Background: an optimization exercise with open tools, aiming at small area, a short achievable clock period and few clock cycles. Do not read the settings as production practice. Function was checked by simulation only, so behaviour that the tests miss may differ from the original. No activity file was given, so power comes from the tool's default toggle rates.

==> build 62 <==
==> flow/design.v (excerpt) <==
module mycpu_top(
    input  wire        clk,
    input  wire        resetn,
    output wire        inst_sram_en,
    output wire [ 3:0] inst_sram_wen,
    output wire [31:0] inst_sram_addr,
    output wire [31:0] inst_sram_wdata,
    input  wire [31:0] inst_sram_rdata,
    output wire        data_sram_en,
    output wire [ 3:0] data_sram_wen,
    output wire [31:0] data_sram_addr,
    output wire [31:0] data_sram_wdata,
    input  wire [31:0] data_sram_rdata,
    output wire [31:0] debug_wb_pc,
    output wire [ 3:0] debug_wb_rf_wen,
    output wire [ 4:0] debug_wb_rf_wnum,
    output wire [31:0] debug_wb_rf_wdata
);
reg  [13:0] fe_pc;       
reg         id_valid;
reg  [13:0] id_pc;
reg         ex_valid;
reg  [13:0] ex_pc;
reg  [31:0] ex_a, ex_b;    
reg  [31:0] ex_sd;         
reg  [15:0] ex_imm;
reg         fa_m, fa_w, fa_d, fa_ld;
reg         fb_m, fb_w, fb_d, fb_ld;
reg         fs_m, fs_w, fs_d, fs_ld;
reg         ex_wr;
reg  [ 4:0] ex_dest;
reg         ex_load, ex_store;
reg         ex_sub, ex_useimm;
reg  [11:0] ex_sel;
reg         ex_sh_left, ex_sh_arith, ex_sh_var;
reg         ex_br, ex_jr, ex_pred;
reg  [ 5:0] ex_brt;      
reg         ex_mul, ex_div, ex_msgn, ex_mthi, ex_mtlo, ex_hilo;
reg         ex_addsub;   
reg         mem_valid;
reg  [13:0] mem_pc;
reg  [31:0] mem_res;     
reg  [31:0] mem_sd;      
reg         mem_wr;
reg  [ 4:0] mem_dest;
reg         mem_load;
reg         mem_en;      
reg         mem_st;      
reg         wb_valid;
reg  [13:0] wb_pc;
reg  [31:0] wb_res;
reg         wb_wr;
reg  [ 4:0] wb_dest;
reg         wb_load;
reg         dbg_wen;
reg  [13:0] dbg_pc;
  ...
clock: 11.0 ns
lec_check: 0
cap_margin: 20
core_margin: 2
core_utilization: 35
slew_margin: 20
standard.sh (not shown) runs the stock make flow with config.mk's settings and CLKGATE_MAP_FILE= SYNTH_SCRIPT=/design/flow/synth_recipe.tcl, a recipe that flattens the netlist after the stock synthesis.
==> flow/flow/run.sh <==
#!/bin/bash
# The standard layout (standard.sh), with these knobs changed:
#  - port buffers are buf_8 cells instead of the default delay-cell buffers
#  - a lower placement density and one site of padding, for the router
# The SDC, clock period and every other step are the standard flow's own.
set -euo pipefail
bash standard.sh "BUFFER_PORTS_ARGS=-buffer_cell sky130_fd_sc_hd__buf_8" \
    SETUP_SLACK_MARGIN=6.5 PLACE_DENSITY=0.45 CELL_PAD_IN_SITES_DETAIL_PLACEMENT=1 \
    finish > make_finish.log 2>&1
==> trial 74: changes against build 62 <==
--- a/flow/design.v
+++ b/flow/design.v
@@ -282,13 +282,11 @@
 reg         ex_valid;
 reg  [13:0] ex_pc;
 reg  [31:0] ex_a, ex_b;    
 reg  [31:0] ex_sd;         
 reg  [15:0] ex_imm;
-reg         fa_m, fa_w, fa_d, fa_ld;
-reg         fb_m, fb_w, fb_d, fb_ld;
-reg         fs_m, fs_w, fs_d, fs_ld;
+reg         ex_la2, ex_la1, ex_lb2, ex_lb1;    
 reg         ex_wr;
 reg  [ 4:0] ex_dest;
 reg         ex_load, ex_store;
 reg         ex_sub, ex_useimm;
 reg  [11:0] ex_sel;
@@ -390,25 +388,20 @@
 wire ex_hit_b  = ex_valid & ex_wr & (ex_dest == rt) & (rt != 5'd0);
 wire mem_hit_a = mem_valid & mem_wr & (mem_dest == rs) & (rs != 5'd0);
 wire mem_hit_b = mem_valid & mem_wr & (mem_dest == rt) & (rt != 5'd0);
 wire wb_hit_a  = wb_valid & wb_wr & (wb_dest == rs) & (rs != 5'd0);
 wire wb_hit_b  = wb_valid & wb_wr & (wb_dest == rt) & (rt != 5'd0);
+wire [31:0] d_a = ex_hit_a ? ex_result : mem_hit_a ? mem_res : wb_hit_a ? wb_value : rf_rd1;
+wire [31:0] d_b = ex_hit_b ? ex_result : mem_hit_b ? mem_res : wb_hit_b ? wb_value : rf_rd2;
 wire        d_useimm = i_addi | i_slti | i_sltiu | i_andi | i_ori | i_xori | i_lw | i_sw;
 wire        d_zext   = i_andi | i_ori | i_xori;
 wire [31:0] d_immx   = {{16{ir[15] & ~d_zext}}, ir[15:0]};
-wire [31:0] d_bop    = d_useimm ? d_immx : rf_rd2;
-wire da_m  = uses_rs & ex_hit_a;
-wire da_w  = uses_rs & ~ex_hit_a & mem_hit_a;
-wire da_d  = uses_rs & ~ex_hit_a & ~mem_hit_a & wb_hit_a;
-wire da_ld = ex_hit_a ? ex_load : mem_load;
-wire ub    = uses_rt & ~d_useimm;
-wire us    = i_sw;
-wire dt_m  = ex_hit_b;
-wire dt_w  = ~ex_hit_b & mem_hit_b;
-wire dt_d  = ~ex_hit_b & ~mem_hit_b & wb_hit_b;
-wire dt_ld = ex_hit_b ? ex_load : mem_load;
-wire d_nr  = (da_ld & (da_m | da_w)) | ((ub | us) & dt_ld & (dt_m | dt_w));
+wire [31:0] d_bop    = d_useimm ? d_immx : d_b;
+wire d_la2 = ex_hit_a & ex_load & uses_rs;
+wire d_lb2 = ex_hit_b & ex_load & uses_rt;
+wire d_la1 = ~ex_hit_a & mem_hit_a & mem_load & uses_rs;
+wire d_lb1 = ~ex_hit_b & mem_hit_b & mem_load & uses_rt;
 wire        ex_zero;     
 wire id_jr     = f_jr | f_jalr;
 wire jr_fast   = id_jr & ((ex_hit_a & ~ex_load) | (~ex_hit_a & mem_hit_a & ~mem_load));
 wire [13:0] jr_tgt = ex_hit_a ? ex_result[15:2] : mem_res[15:2];
 wire br_fast   = (i_beq | i_bne) &
@@ -454,26 +447,18 @@
     end
 end
 always @(posedge clk) begin
     if (!stall) begin
         ex_pc       <= id_pc;
-        ex_a        <= rf_rd1;
+        ex_a        <= d_a;
         ex_b        <= d_bop;
-        ex_sd       <= rf_rd2;
+        ex_sd       <= d_b;
         ex_imm      <= cond_br ? {2'b00, br_tgt} : ir[15:0];    
-        fa_m        <= da_m;
-        fa_w        <= da_w;
-        fa_d        <= da_d;
-        fa_ld       <= da_ld;
-        fb_m        <= ub & dt_m;
-        fb_w        <= ub & dt_w;
-        fb_d        <= ub & dt_d;
-        fb_ld       <= dt_ld;
-        fs_m        <= us & dt_m;
-        fs_w        <= us & dt_w;
-        fs_d        <= us & dt_d;
-        fs_ld       <= dt_ld;
+        ex_la2      <= d_la2;
+        ex_la1      <= d_la1;
+        ex_lb2      <= d_lb2;
+        ex_lb1      <= d_lb1;
         ex_wr       <= d_wr;
         ex_dest     <= d_dest;
         ex_load     <= i_lw;
         ex_store    <= i_sw;
         ex_sub      <= f_sub | f_slt | f_sltu | i_slti | i_sltiu;
@@ -496,30 +481,31 @@
         ex_msgn     <= ~fn[0];
         ex_mthi     <= f_mthi;
         ex_mtlo     <= f_mtlo;
         ex_hilo     <= f_mult | f_div | f_mthi | f_mtlo | f_mfhi | f_mflo;
     end else begin
-        if (fa_d) ex_a  <= dbg_wdata;
-        if (fb_d) ex_b  <= dbg_wdata;
-        if (fs_d) ex_sd <= dbg_wdata;
-        fa_d <= fa_w;  fa_w <= fa_m;  fa_m <= 1'b0;
-        fb_d <= fb_w;  fb_w <= fb_m;  fb_m <= 1'b0;
-        fs_d <= fs_w;  fs_w <= fs_m;  fs_m <= 1'b0;
+        if (ex_la1) ex_a <= wb_value;
+        if (ex_lb1) begin
+            ex_sd <= wb_value;
+            if (!ex_useimm) ex_b <= wb_value;
+        end
+        ex_la1 <= ex_la2;
+        ex_lb1 <= ex_lb2;
+        ex_la2 <= 1'b0;
+        ex_lb2 <= 1'b0;
     end
 end
-wire [31:0] op_a  = fa_m ? mem_res : fa_w ? wb_res : fa_d ? dbg_wdata : ex_a;
-wire [31:0] alu_b = fb_m ? mem_res : fb_w ? wb_res : fb_d ? dbg_wdata : ex_b;
-wire [31:0] op_sd = fs_m ? mem_res : fs_w ? wb_res : fs_d ? dbg_wdata : ex_sd;
+wire [31:0] alu_b   = ex_b;
 wire [13:0] ex_seq  = ex_pc + 14'd2;
 wire [13:0] ex_tgt  = ex_imm[13:0];
 wire [31:0] ex_link = {16'hbfc0, ex_pc, 2'b00} + 32'd8;
 wire [31:0] ex_sum;
 alu alu(
-    .a        (op_a),
+    .a        (ex_a),
     .b        (alu_b),
     .sub      (ex_sub),
-    .sa       (ex_sh_var ? op_a[4:0] : ex_imm[10:6]),
+    .sa       (ex_sh_var ? ex_a[4:0] : ex_imm[10:6]),
     .sh_left  (ex_sh_left),
     .sh_arith (ex_sh_arith),
     .imm      (ex_imm),
     .hi       (hi),
     .lo       (lo),
@@ -527,38 +513,38 @@
     .sel      (ex_sel),
     .sum      (ex_sum),
     .result   (ex_result)
 );
 wire [31:0] zb = alu_b ^ {32{ex_sub}};
-assign ex_zero = &(~(op_a ^ zb ^ {op_a[30:0] | zb[30:0], ex_sub}));
-wire a_eq   = (op_a == alu_b);
-wire a_zero = (op_a == 32'd0);
-wire a_neg  = op_a[31];
+assign ex_zero = &(~(ex_a ^ zb ^ {ex_a[30:0] | zb[30:0], ex_sub}));
+wire a_eq   = (ex_a == ex_b);
+wire a_zero = (ex_a == 32'd0);
+wire a_neg  = ex_a[31];
 wire taken  = (ex_brt[0] & a_eq) | (ex_brt[1] & ~a_eq) |
               (ex_brt[2] & (a_neg | a_zero)) | (ex_brt[3] & ~(a_neg | a_zero)) |
               (ex_brt[4] & a_neg) | (ex_brt[5] & ~a_neg);
 assign redirect    = ex_valid & ~stall &
-                     ((ex_br & (taken ^ ex_pred)) | (ex_jr & ~ex_pred & (op_a[15:2] != ex_seq)));
-assign redirect_pc = ex_jr ? op_a[15:2] : taken ? ex_tgt : ex_seq;
+                     ((ex_br & (taken ^ ex_pred)) | (ex_jr & ~ex_pred & (ex_a[15:2] != ex_seq)));
+assign redirect_pc = ex_jr ? ex_a[15:2] : taken ? ex_tgt : ex_seq;
 muldiv md(
     .clk       (clk),
     .resetn    (resetn),
     .start_mul (ex_valid & ~stall & ex_mul),
     .start_div (ex_valid & ~stall & ex_div),
     .sgn       (ex_msgn),
-    .a         (op_a),
-    .b         (alu_b),
+    .a         (ex_a),
+    .b         (ex_b),
     .wr_hi     (ex_valid & ~stall & ex_mthi),
     .wr_lo     (ex_valid & ~stall & ex_mtlo),
-    .wdata     (op_a),
+    .wdata     (ex_a),
     .hi        (hi),
     .lo        (lo),
     .busy      (md_busy),
     .busy_next (md_busy_next)
 );
 wire n_ex_valid = stall ? ex_valid : id_valid;
-wire n_late     = stall ? ((fa_ld & fa_m) | (fb_ld & fb_m) | (fs_ld & fs_m)) : d_nr;
+wire n_late     = stall ? (ex_la2 | ex_lb2) : (d_la2 | d_la1 | d_lb2 | d_lb1);
 wire n_hilo     = stall ? ex_hilo : (f_mult | f_div | f_mthi | f_mtlo | f_mfhi | f_mflo);
 wire n_stall    = n_ex_valid & (n_late | (n_hilo & md_busy_next));
 always @(posedge clk) begin
     if (!resetn) begin
         stall_q    <= 1'b0;
@@ -581,11 +567,11 @@
     end
 end
 always @(posedge clk) begin
     mem_pc   <= ex_pc;
     mem_res  <= ex_result;
-    mem_sd   <= op_sd;
+    mem_sd   <= ex_sd;
     mem_wr   <= ex_wr;
     mem_dest <= ex_dest;
     mem_load <= ex_load;
 end
 assign data_sram_en    = mem_en;
==> flow/flow/run.sh (replaced) <==
#!/bin/bash
# The standard layout (standard.sh), with two knobs changed:
#  - port buffers are buf_8 cells instead of the default delay-cell buffers
set -euo pipefail
bash standard.sh "BUFFER_PORTS_ARGS=-buffer_cell sky130_fd_sc_hd__buf_8" \
    SETUP_SLACK_MARGIN=6.5 finish > make_finish.log 2>&1
Settings changed: CORE_UTILIZATION 35 to 40.
==> notes <==
Sequential power is about the same in trial 74 and build 62. Synthesized area: build 62 is larger than trial 74 (1.3%). In trial 74 the die area is lower than in build 62, by 14%. In trial 74 the utilization is higher than in build 62, by 4.3 points. In trial 74 the non-clock buffer count is lower than in build 62, by 142. Against trial 74, the hold slack of build 62 is better by 0.0058 ns. Flip-flop and latch count: build 62 is higher than trial 74 (6). Trial 74 passed the timing, DRC and antenna checks. Build 62 completed without violations.
==> figures <==
| quantity | trial 74 | build 62 |
|---|---|---|
| Placement Rows | 171 | 184 |
| Area after DPL | 93,830 um^2 | 95,740 um^2 |
| Routed length per placed instance | 39.36 um | 44.18 um |
| Starting Density | 0.4031 | 0.3529 |
| Time the worst path needs with I/O delays and setup | 4.773 ns | 4.731 ns |
| Run status | complete, no violations | complete, no violations |
| Post-route fraction of the period consumed by the critical path | 0.4339 | 0.4301 |
| Multi-input gate area | 41,020 um^2 | 44,430 um^2 |
| Total area of sequential cells | 43,880 um^2 | 43,100 um^2 |
| Largest cell class | flip-flops and latches | multi-input gates |
| Max Fanout on Critical Path | 25 | 7 |
| Capture instance of the worst register-to-register path | md.lo[31] | fe_pc[1] |
| DRT iter0 DRCs | 17,360 | 12,880 |
| Leakage power summed over all cells | 0.03766 uW | 0.03939 uW |
| CP peak stage delay | 0.56 ns | 0.59 ns |
Testbench counts of build 62, summed over its fixed seeds: cycles 39,777.
Testbench counts of trial 74, summed over its fixed seeds: cycles 39,777.

* * *

==> inputs of job 8914 <==
mycpu_top, a different RTL version from the one above (not shown whole).
clock: 11.0 ns
lec_check: 0
cap_margin: 10
core_margin: 2
core_utilization: 40
slew_margin: 10
==> flow/flow/run.sh <==
#!/bin/bash
# The standard layout (standard.sh), with two knobs changed:
#  - port buffers are buf_8 cells instead of the default delay-cell buffers
set -euo pipefail
bash standard.sh "BUFFER_PORTS_ARGS=-buffer_cell sky130_fd_sc_hd__buf_8" \
    SETUP_SLACK_MARGIN=6.8 finish > make_finish.log 2>&1
==> job 4492: changes against job 8914 <==
--- a/flow/design.v
+++ b/flow/design.v
@@ -428,11 +428,12 @@
 wire d_lb1 = ~ex_hit_b & mem_hit_b & mem_load & uses_rt;
 wire        ex_zero;     
 wire id_jr     = f_jr | f_jalr;
 wire jr_fast   = id_jr & ((ex_hit_a & ~ex_load) | (~ex_hit_a & mem_hit_a & ~mem_load));
 wire [13:0] jr_tgt = ex_hit_a ? ex_result[15:2] : mem_res[15:2];
-wire br_fast   = (i_beq | i_bne) & (rt == 5'd0) & ex_hit_a & ex_addsub;
+wire br_fast   = (i_beq | i_bne) &
+                 (((rt == 5'd0) & ex_hit_a & ex_addsub) | ((rs == 5'd0) & ex_hit_b & ex_addsub));
 wire br_fast_t = i_beq ? ex_zero : ~ex_zero;
 wire [13:0] br_tgt;
 wire        br_tgt_co;
 ksadd #(14) tgt_add(.a(fe_pc), .b(ir[13:0]), .cin(1'b0), .s(br_tgt), .cout(br_tgt_co));
 wire        pred_br = cond_br & ir[15];
@@ -526,11 +527,11 @@
     end
 end
 wire [31:0] alu_b   = ex_b;
 wire [13:0] ex_seq  = ex_pc + 14'd2;
 wire [13:0] ex_tgt  = ex_imm[13:0];
-wire [31:0] ex_link = {(ex_pc > 14'h3ffd) ? 16'hbfc1 : 16'hbfc0, ex_seq, 2'b00};
+wire [31:0] ex_link = {16'hbfc0, ex_pc, 2'b00} + 32'd8;
 wire [31:0] ex_sum;
 alu alu(
     .a        (ex_a),
     .b        (alu_b),
     .sub      (ex_sub),
==> flow/flow/run.sh (replaced) <==
#!/bin/bash
# The standard layout (standard.sh), with two knobs changed:
#  - port buffers are buf_8 cells instead of the default delay-cell buffers
set -euo pipefail
bash standard.sh "BUFFER_PORTS_ARGS=-buffer_cell sky130_fd_sc_hd__buf_8" \
    SETUP_SLACK_MARGIN=6.5 finish > make_finish.log 2>&1
Settings changed: CAP_MARGIN 10 to 20, SLEW_MARGIN 10 to 20.
==> job 1434: changes against job 8914 <==
Settings changed: CTS_CLUSTER_DIAMETER from default to 80, CTS_CLUSTER_SIZE from default to 22.
==> notes <==
Job 1434 ran to the end with no violations. Job 4492 completed without violations. Job 8914 produced a clean layout. Worst hold slack, highest first: job 1434, job 8914, job 4492. Of job 8914 and job 4492, job 8914 has the higher sequential power (gap about 1%, measured against job 4492). Wire length: job 4492 is smaller than job 1434 (3.9%). Of job 8914 and job 4492, job 8914 has the higher clock skew (gap 0.0091 ns). Core utilization, lowest first: job 4492, job 1434, job 8914. Global-route usage, highest first: job 8914, job 1434, job 4492. First-iteration DRC count: job 4492 < job 1434 < job 8914. Register-to-register slack, highest first: job 8914, job 1434, job 4492.
Testbench counts of job 8914, summed over its fixed seeds: cycles 39,777.
Testbench counts of job 4492, summed over its fixed seeds: cycles 39,777.
Testbench counts of job 1434, summed over its fixed seeds: cycles 39,777.

[separate check: timing with driven ports]
The results above use ideal ports. As a check the final layouts listed here were re-extracted and re-timed, cells and wires unchanged. Step 1 (the two cells are an assumption about what drives the block):
set clk [get_ports {clk}]
set_driving_cell -lib_cell sky130_fd_sc_hd__clkbuf_16 $clk
set_driving_cell -lib_cell sky130_fd_sc_hd__buf_2 [delete_from_list [all_inputs] $clk]
Step 2 adds t to the input delays and takes it off the output delays; t is the mean of the earliest and latest rising clock arrival at the registers after step 1. Input paths then give back, and output paths get back, about the clock's delay inside the block. Three values: no drivers, after step 1, after step 2; two values: the first two.
run | t (ns) | setup WS [ns] | hold WS [ns] | latest minus earliest clock arrival (ns)
build 62 | 0.991 | 6.269 / 6.269 / 5.365 | 0.327 / 0.327 / 0.327 | 0.137 / 0.138
trial 74 | 0.918 | 6.227 / 6.263 / 5.345 | 0.321 / 0.321 / 0.321 | 0.093 / 0.093
job 8914 | 0.919 | 6.644 / 6.472 / 5.552 | 0.317 / 0.317 / 0.317 | 0.097 / 0.097
job 4492 | 0.939 | 6.441 / 6.441 / 5.584 | 0.287 / 0.287 / 0.287 | 0.087 / 0.088
job 1434 | 0.907 | 6.571 / 6.420 / 5.513 | 0.329 / 0.329 / 0.329 | 0.148 / 0.148
After both steps setup and hold are still met in every run listed. For job 8914, which loses most, drivers alone change the setup slack by -0.172 ns; drivers and shift together by -1.092 ns.
